Context: an optimization exercise on an open-source flow, tuned for small area and a short achievable clock period. The choices shown serve that exercise and are no tape-out recipe.
The RTL was checked by simulation tests, not by an equivalence proof against the original design.
Power is estimated from default activity; no workload was simulated.

==> inputs of v16 <==
==> flow/design.v <==
module vDFFE(clk,en,D,Q);
  parameter n=1;
  input clk, en;
  input [n-1:0] D;
  output [n-1:0] Q;
  reg [n-1:0] Q;
  always @(posedge clk)
    if (en) Q <= D;
endmodule
module regfile(data_in,writenum,write,readnum,clk,data_out);
  input [15:0] data_in;
  input [2:0] writenum, readnum;
  input write, clk;
  output [15:0] data_out;
  reg [15:0] R [0:7];
  always_ff @(posedge clk)
    if (write) R[writenum] <= data_in;
  assign data_out = R[readnum];
endmodule
module shifter(in,shift,sout);
  input [15:0] in;
  input [1:0] shift;
  output reg [15:0] sout;
  always @* begin
    case (shift)
      2'b00: sout = in;
      2'b01: sout = {in[14:0], 1'b0};
      2'b10: sout = {1'b0, in[15:1]};
      default: sout = {in[15], in[15:1]};
    endcase
  end
endmodule
module ALU(Ain,Bin,ALUop,out,Z);
  input [15:0] Ain, Bin;
  input [1:0] ALUop;
  output [15:0] out;
  output reg Z;
  wire arith = ~ALUop[1];
  wire sub   = ~ALUop[1] & ALUop[0];
  wire [15:0] bb = Bin ^ {16{sub}};
  wire [15:0] p  = Ain ^ bb;
  wire [15:0] g  = Ain & bb & {16{arith}};
  wire [15:0] t  = arith ? p : (ALUop[0] ? ~Bin : (Ain & Bin));
  wire [15:0] g0 = {g[15:1], g[0] | (p[0] & sub)};
  wire [15:0] G1, P1, G2, P2, G3, P3, G4;
  genvar i;
  generate
    for (i = 0; i < 16; i = i + 1) begin : l1
      if (i >= 1) begin
        assign G1[i] = g0[i] | (p[i] & g0[i-1]);
        assign P1[i] = p[i] & p[i-1];
      end else begin
        assign G1[i] = g0[i];
        assign P1[i] = p[i];
      end
    end
    for (i = 0; i < 16; i = i + 1) begin : l2
      if (i >= 2) begin
        assign G2[i] = G1[i] | (P1[i] & G1[i-2]);
        assign P2[i] = P1[i] & P1[i-2];
      end else begin
        assign G2[i] = G1[i];
        assign P2[i] = P1[i];
      end
    end
    for (i = 0; i < 16; i = i + 1) begin : l3
      if (i >= 4) begin
        assign G3[i] = G2[i] | (P2[i] & G2[i-4]);
        assign P3[i] = P2[i] & P2[i-4];
      end else begin
        assign G3[i] = G2[i];
        assign P3[i] = P2[i];
      end
    end
    for (i = 0; i < 16; i = i + 1) begin : l4
      if (i >= 8)
        assign G4[i] = G3[i] | (P3[i] & G3[i-8]);
      else
        assign G4[i] = G3[i];
    end
  endgenerate
  wire [15:0] c = {G4[14:0], sub};
  assign out = t ^ (c & {16{arith}});
  wire [15:0] x = Ain ^ Bin;
  wire zadd = ~|(x ^ {Ain[14:0] | Bin[14:0], 1'b0});
  wire zsub = ~|x;
  wire zand = ~|(Ain & Bin);
  wire znot = &Bin;
  always @* begin
    case (ALUop)
      2'b00: Z = zadd;
      2'b01: Z = zsub;
      2'b10: Z = zand;
      default: Z = znot;
    endcase
  end
endmodule
module datapath(write, vsel, loada, loadb, asel, bsel, loadc, loads, datapath_in,
		 clk, readnum, writenum, shift, ALUop, Z_out, datapath_out);
  input [15:0] datapath_in;
  input clk, write, vsel, loada, loadb, asel, bsel, loadc, loads;
  input [2:0] writenum, readnum;
  input [1:0] shift, ALUop;
  output [15:0] datapath_out;
  output Z_out;
  wire [15:0] data_in, data_out, A_out, B_out, sout, Ain, Bin, ALU_out;
  wire Z;
  assign data_in = vsel ? datapath_in : datapath_out;
  regfile REGFILE (.data_in(data_in), .writenum(writenum), .write(write),
                   .readnum(readnum), .clk(clk), .data_out(data_out));
  vDFFE #(16) A (.clk(clk), .en(loada), .D(data_out), .Q(A_out));
  vDFFE #(16) B (.clk(clk), .en(loadb), .D(data_out), .Q(B_out));
  vDFFE #(16) C (.clk(clk), .en(loadc), .D(ALU_out), .Q(datapath_out));
  vDFFE status (.clk(clk), .en(loads), .D(Z), .Q(Z_out));
  shifter shifter (.in(B_out), .shift(shift), .sout(sout));
  assign Ain = asel ? 16'b0 : A_out;
  assign Bin = bsel ? {11'b0, datapath_in[4:0]} : sout;
  ALU calculator (.Ain(Ain), .Bin(Bin), .ALUop(ALUop), .out(ALU_out), .Z(Z));
endmodule
==> flow/flow/run.sh <==
#!/bin/bash
set -euo pipefail
W=$(pwd)
cat > "$W/own_config.mk" <<EOF
include $W/config.mk
export BUFFER_PORTS_ARGS = -buffer_cell sky130_fd_sc_hd__buf_2
export CTS_ARGS = -sink_clustering_enable -repair_clock_nets -dont_use_dummy_load
EOF
sed "s#DESIGN_CONFIG=[^ ]*#DESIGN_CONFIG=$W/own_config.mk#" standard.sh > own_standard.sh
bash own_standard.sh > "$W/flow_make.log" 2>&1
==> flow/standard.sh <==
#!/bin/bash
# synth_recipe.tcl (not shown) runs the flow's synth.tcl, then flattens the netlist and writes it again
# the make line also repeats each setting of config.mk as NAME=value (left out here)
make -C /OpenROAD-flow-scripts/flow DESIGN_CONFIG=/design/flow/config.mk WORK_HOME=/design/flow/orfs CLKGATE_MAP_FILE= SYNTH_SCRIPT=/design/flow/synth_recipe.tcl "${@:-finish}"
==> flow/config.mk <==
export PLATFORM = sky130hd
export DESIGN_NAME = datapath
export DESIGN_NICKNAME = datapath
export VERILOG_FILES = /design/flow/design.v
export SDC_FILE = /design/flow/constraint.sdc
export NUM_CORES = 4
export LEC_CHECK = 0
export CAP_MARGIN = 20
export CORE_MARGIN = 2
export CORE_UTILIZATION = 40
export SETUP_SLACK_MARGIN = 3.2
export SLEW_MARGIN = 20
==> flow/constraint.sdc <==
create_clock -name core_clock -period 5.5 [get_ports {clk}]
set_input_delay 1.1000 -clock core_clock [delete_from_list [all_inputs] [get_ports {clk}]]
set_output_delay 1.1000 -clock core_clock [all_outputs]
set_load 0.01 [all_outputs]
==> v27: changes against v16 <==
==> flow/design.v, changed modules only <==
module ALU(Ain,Bin,ALUop,out,Z);
  input [15:0] Ain, Bin;
  input [1:0] ALUop;
  output reg [15:0] out;
  output reg Z;
  wire [15:0] x = Ain ^ Bin;
  wire zadd = ~|(x ^ {Ain[14:0] | Bin[14:0], 1'b0});
  wire zsub = ~|x;
  wire zand = ~|(Ain & Bin);
  wire znot = &Bin;
  always @* begin
    case (ALUop)
      2'b00: out = Ain + Bin;
      2'b01: out = Ain - Bin;
      2'b10: out = Ain & Bin;
      default: out = ~Bin;
    endcase
    case (ALUop)
      2'b00: Z = zadd;
      2'b01: Z = zsub;
      2'b10: Z = zand;
      default: Z = znot;
    endcase
  end
endmodule
==> flow/run.sh (new file) <==
#!/bin/bash
# synth_recipe.tcl (not shown) runs the flow's synth.tcl, then flattens the netlist and writes it again
# the make line also repeats each setting of config.mk as NAME=value (left out here)
make -C /OpenROAD-flow-scripts/flow DESIGN_CONFIG=/design/flow/config.mk WORK_HOME=/design/flow/orfs CLKGATE_MAP_FILE= SYNTH_SCRIPT=/design/flow/synth_recipe.tcl finish
--- a/flow/config.mk
+++ b/flow/config.mk
@@ -8,5 +8,4 @@
 export CAP_MARGIN = 20
 export CORE_MARGIN = 2
 export CORE_UTILIZATION = 40
-export SETUP_SLACK_MARGIN = 3.2
 export SLEW_MARGIN = 20
removed: flow/flow/run.sh
removed: flow/standard.sh
==> notes.md <==
In v27 the total power is larger than in v16, by about 4.7%.
Of v16 and v27, v27 has the higher synthesized cell count (gap about 2.3%, measured against v27).
Between v16 and v27, the lower worst setup slack is in v27 (gap 1.5 ns).
Against v16, the clock skew of v27 is lower by 0.0011 ns.
In v27 the die area is higher than in v16, by about 2.5%.

---

==> trial 41: inputs <==
Another version of the RTL of datapath (not shown whole).
==> module regfile, before the edit <==
module regfile(data_in,writenum,write,readnum,clk,data_out);
  input [15:0] data_in;
  input [2:0] writenum, readnum;
  input write, clk;
  output [15:0] data_out;
  reg [15:0] R [0:7];
  always_ff @(posedge clk)
    if (write) R[writenum] <= data_in;
  assign data_out = R[readnum];
endmodule
==> module shifter, before the edit <==
module shifter(in,shift,sout);
  input [15:0] in;
  input [1:0] shift;
  output reg [15:0] sout;
  always @* begin
    case (shift)
      2'b00: sout = in;
      2'b01: sout = {in[14:0], 1'b0};
      2'b10: sout = {1'b0, in[15:1]};
      default: sout = {in[15], in[15:1]};
    endcase
  end
endmodule
==> module datapath, before the edit <==
module datapath(write, vsel, loada, loadb, asel, bsel, loadc, loads, datapath_in,
		 clk, readnum, writenum, shift, ALUop, Z_out, datapath_out);
  input [15:0] datapath_in;
  input clk, write, vsel, loada, loadb, asel, bsel, loadc, loads;
  input [2:0] writenum, readnum;
  input [1:0] shift, ALUop;
  output [15:0] datapath_out;
  output Z_out;
  wire [15:0] data_in, data_out, A_out, B_out, sout, Ain, Bin, ALU_out;
  wire Z;
  assign data_in = vsel ? datapath_in : datapath_out;
  regfile REGFILE (.data_in(data_in), .writenum(writenum), .write(write),
                   .readnum(readnum), .clk(clk), .data_out(data_out));
  vDFFE #(16) A (.clk(clk), .en(loada), .D(data_out), .Q(A_out));
  vDFFE #(16) B (.clk(clk), .en(loadb), .D(data_out), .Q(B_out));
  vDFFE #(16) C (.clk(clk), .en(loadc), .D(ALU_out), .Q(datapath_out));
  vDFFE status (.clk(clk), .en(loads), .D(Z), .Q(Z_out));
  shifter shifter (.in(B_out), .shift(shift), .sout(sout));
  assign Ain = asel ? 16'b0 : A_out;
  assign Bin = bsel ? {11'b0, datapath_in[4:0]} : sout;
  ALU calculator (.Ain(Ain), .Bin(Bin), .ALUop(ALUop), .out(ALU_out), .Z(Z));
endmodule
==> flow/config.mk <==
export PLATFORM = sky130hd
export DESIGN_NAME = datapath
export DESIGN_NICKNAME = datapath
export VERILOG_FILES = /design/flow/design.v
export SDC_FILE = /design/flow/constraint.sdc
export NUM_CORES = 4
export LEC_CHECK = 0
export ABC_AREA = 1
export CAP_MARGIN = 20
export CORE_MARGIN = 2
export CORE_UTILIZATION = 40
export SETUP_SLACK_MARGIN = 2.6
export SLEW_MARGIN = 20
==> flow/constraint.sdc <==
create_clock -name core_clock -period 5.5 [get_ports {clk}]
set_input_delay 1.1000 -clock core_clock [delete_from_list [all_inputs] [get_ports {clk}]]
set_output_delay 1.1000 -clock core_clock [all_outputs]
set_load 0.01 [all_outputs]
standard.sh (not shown) runs the stock make flow with config.mk's settings and CLKGATE_MAP_FILE= SYNTH_SCRIPT=/design/flow/synth_recipe.tcl, a recipe that flattens the netlist after the stock synthesis.
==> flow/flow/run.sh <==
#!/bin/bash
set -euo pipefail
W=$(pwd)
cat > "$W/own_config.mk" <<EOF
include $W/config.mk
export BUFFER_PORTS_ARGS = -buffer_cell sky130_fd_sc_hd__buf_2
export CTS_ARGS = -sink_clustering_enable -repair_clock_nets -dont_use_dummy_load
EOF
sed "s#DESIGN_CONFIG=[^ ]*#DESIGN_CONFIG=$W/own_config.mk#" standard.sh > own_standard.sh
bash own_standard.sh > "$W/flow_make.log" 2>&1
==> trial 81: changes against trial 41 <==
==> flow/design.v, changed modules only <==
module regfile(data_in,writenum,write,readnum,clk,data_out);
  input [15:0] data_in;
  input [2:0] writenum, readnum;
  input write, clk;
  output [15:0] data_out;
  reg [15:0] R [0:7];
  always_ff @(posedge clk)
    if (write) R[writenum] <= data_in;
  wire [7:0] rsel = 8'b1 << readnum;
  wire [15:0] r01 = (R[0] & {16{rsel[0]}}) | (R[1] & {16{rsel[1]}});
  wire [15:0] r23 = (R[2] & {16{rsel[2]}}) | (R[3] & {16{rsel[3]}});
  wire [15:0] r45 = (R[4] & {16{rsel[4]}}) | (R[5] & {16{rsel[5]}});
  wire [15:0] r67 = (R[6] & {16{rsel[6]}}) | (R[7] & {16{rsel[7]}});
  assign data_out = (r01 | r23) | (r45 | r67);
endmodule
module shifter(in,shift,sout);
  input [15:0] in;
  input [1:0] shift;
  output [15:0] sout;
  wire pass  = ~shift[1] & ~shift[0];
  wire left  = ~shift[1] &  shift[0];
  wire right =  shift[1];
  wire keep  =  shift[1] &  shift[0];
  assign sout = ({16{pass}} & in)
              | ({16{left}} & {in[14:0], 1'b0})
              | ({16{right}} & {1'b0, in[15:1]})
              | {keep & in[15], 15'b0};
endmodule
module datapath(write, vsel, loada, loadb, asel, bsel, loadc, loads, datapath_in,
		 clk, readnum, writenum, shift, ALUop, Z_out, datapath_out);
  input [15:0] datapath_in;
  input clk, write, vsel, loada, loadb, asel, bsel, loadc, loads;
  input [2:0] writenum, readnum;
  input [1:0] shift, ALUop;
  output [15:0] datapath_out;
  output Z_out;
  wire [15:0] data_in, data_out, A_out, B_out, sout, Ain, Bin, ALU_out;
  wire Z;
  assign data_in = vsel ? datapath_in : datapath_out;
  regfile REGFILE (.data_in(data_in), .writenum(writenum), .write(write),
                   .readnum(readnum), .clk(clk), .data_out(data_out));
  vDFFE #(16) A (.clk(clk), .en(loada), .D(data_out), .Q(A_out));
  vDFFE #(16) B (.clk(clk), .en(loadb), .D(data_out), .Q(B_out));
  vDFFE #(16) C (.clk(clk), .en(loadc), .D(ALU_out), .Q(datapath_out));
  vDFFE status (.clk(clk), .en(loads), .D(Z), .Q(Z_out));
  shifter shifter (.in(B_out), .shift(shift), .sout(sout));
  assign Ain = asel ? 16'b0 : A_out;
  assign Bin = ({16{~bsel}} & sout) | ({16{bsel}} & {11'b0, datapath_in[4:0]});
  ALU calculator (.Ain(Ain), .Bin(Bin), .ALUop(ALUop), .out(ALU_out), .Z(Z));
endmodule
--- a/flow/flow/run.sh
+++ b/flow/flow/run.sh
@@ -1,2 +1,9 @@
 #!/bin/bash
+# Own layout flow: the standard ORFS flow (standard.sh, with its synthesis script)
+# with these changes layered on top of the standard flow's config.mk:
+#  - port buffers are plain buf_2 cells instead of the delay cells
+#    buffer_ports picks by default,
+#  - CTS builds the clock tree from clkbuf_8 cells and adds no dummy loads,
+#  - synthesis maps no half/full adder cells (ha/fa are added to the
+#    don't-use list, so the adders stay plain gates for abc),
 set -euo pipefail
@@ -6,3 +13,4 @@
 export BUFFER_PORTS_ARGS = -buffer_cell sky130_fd_sc_hd__buf_2
-export CTS_ARGS = -sink_clustering_enable -repair_clock_nets -dont_use_dummy_load
+export DONT_USE_CELLS = sky130_fd_sc_hd__ha_1 sky130_fd_sc_hd__ha_2 sky130_fd_sc_hd__ha_4 sky130_fd_sc_hd__fa_1 sky130_fd_sc_hd__fa_2 sky130_fd_sc_hd__fa_4
+export CTS_ARGS = -sink_clustering_enable -repair_clock_nets -dont_use_dummy_load -buf_list sky130_fd_sc_hd__clkbuf_8
 EOF
- CORE_UTILIZATION: 40 -> 60
- PLACE_DENSITY: default -> 0.8
- SETUP_SLACK_MARGIN: 2.6 -> 3.0
==> notes.md <==
Die X-Extent: trial 81 123.4 um; trial 41 156.2 um
Area of the core region: trial 81 0.01388 sq mm; trial 41 0.02271 sq mm
Result of the run: trial 81 no timing/DRC/antenna violations; trial 41 no timing/DRC/antenna violations
Worst path depth: trial 81 13; trial 41 16
Clock network area share: trial 81 2.433%; trial 41 3.952%
Combinational power: trial 81 435 uW; trial 41 574 uW
# rows: trial 81 43; trial 41 55
Vias after detailed routing: trial 81 6278; trial 41 6868
Fraction of synthesized cell area in xor and xnor cells: trial 81 1.741%; trial 41 2.268%
Share of total power in sequential cells: trial 81 59.6%; trial 41 51.0%
Yosys warns: trial 81 3; trial 41 4
Fraction of area in registers: trial 81 55.27%; trial 41 49.38%
Cell chosen for the clock root: trial 81 clkbuf_8; trial 41 clkbuf_16
Detailed route wirelength on metal2: trial 81 9583 um; trial 41 11130 um
Non-clock inverter count in the final layout: trial 81 76; trial 41 89

-- port drivers added, routing unchanged --
How much do the figures lean on ideal ports? The routed layouts below were timed once more, with nothing changed but the port constraints.
Step 1 sets driving cells, clkbuf_16 on the clock port and buf_2 on the other inputs (assumed; they add their load-dependent delay and slew).
Step 2 times the ports against the registers' clock, not the clock port: input delays grow and output delays shrink by t, the midpoint of the rising clock arrivals with the driver on.
Three values: ideal, step 1, step 2; two values: the first two.
run | shift t [ns] | setup slack, ns | clock arrival spread, ns
v16 | 0.455 | 2.281 / 2.144 / 1.689 | 0.024 / 0.024
v27 | 0.464 | 0.793 / 0.811 / 0.347 | 0.022 / 0.022
trial 41 | 0.463 | 2.714 / 2.614 / 2.152 | 0.021 / 0.021
trial 81 | 0.481 | 3.073 / 3.058 / 2.577 | 0.032 / 0.032
After both steps setup and hold are still met in every run listed. The setup slack of v16, which loses most, moves by -0.137 ns with the drivers and by -0.592 ns with both steps.
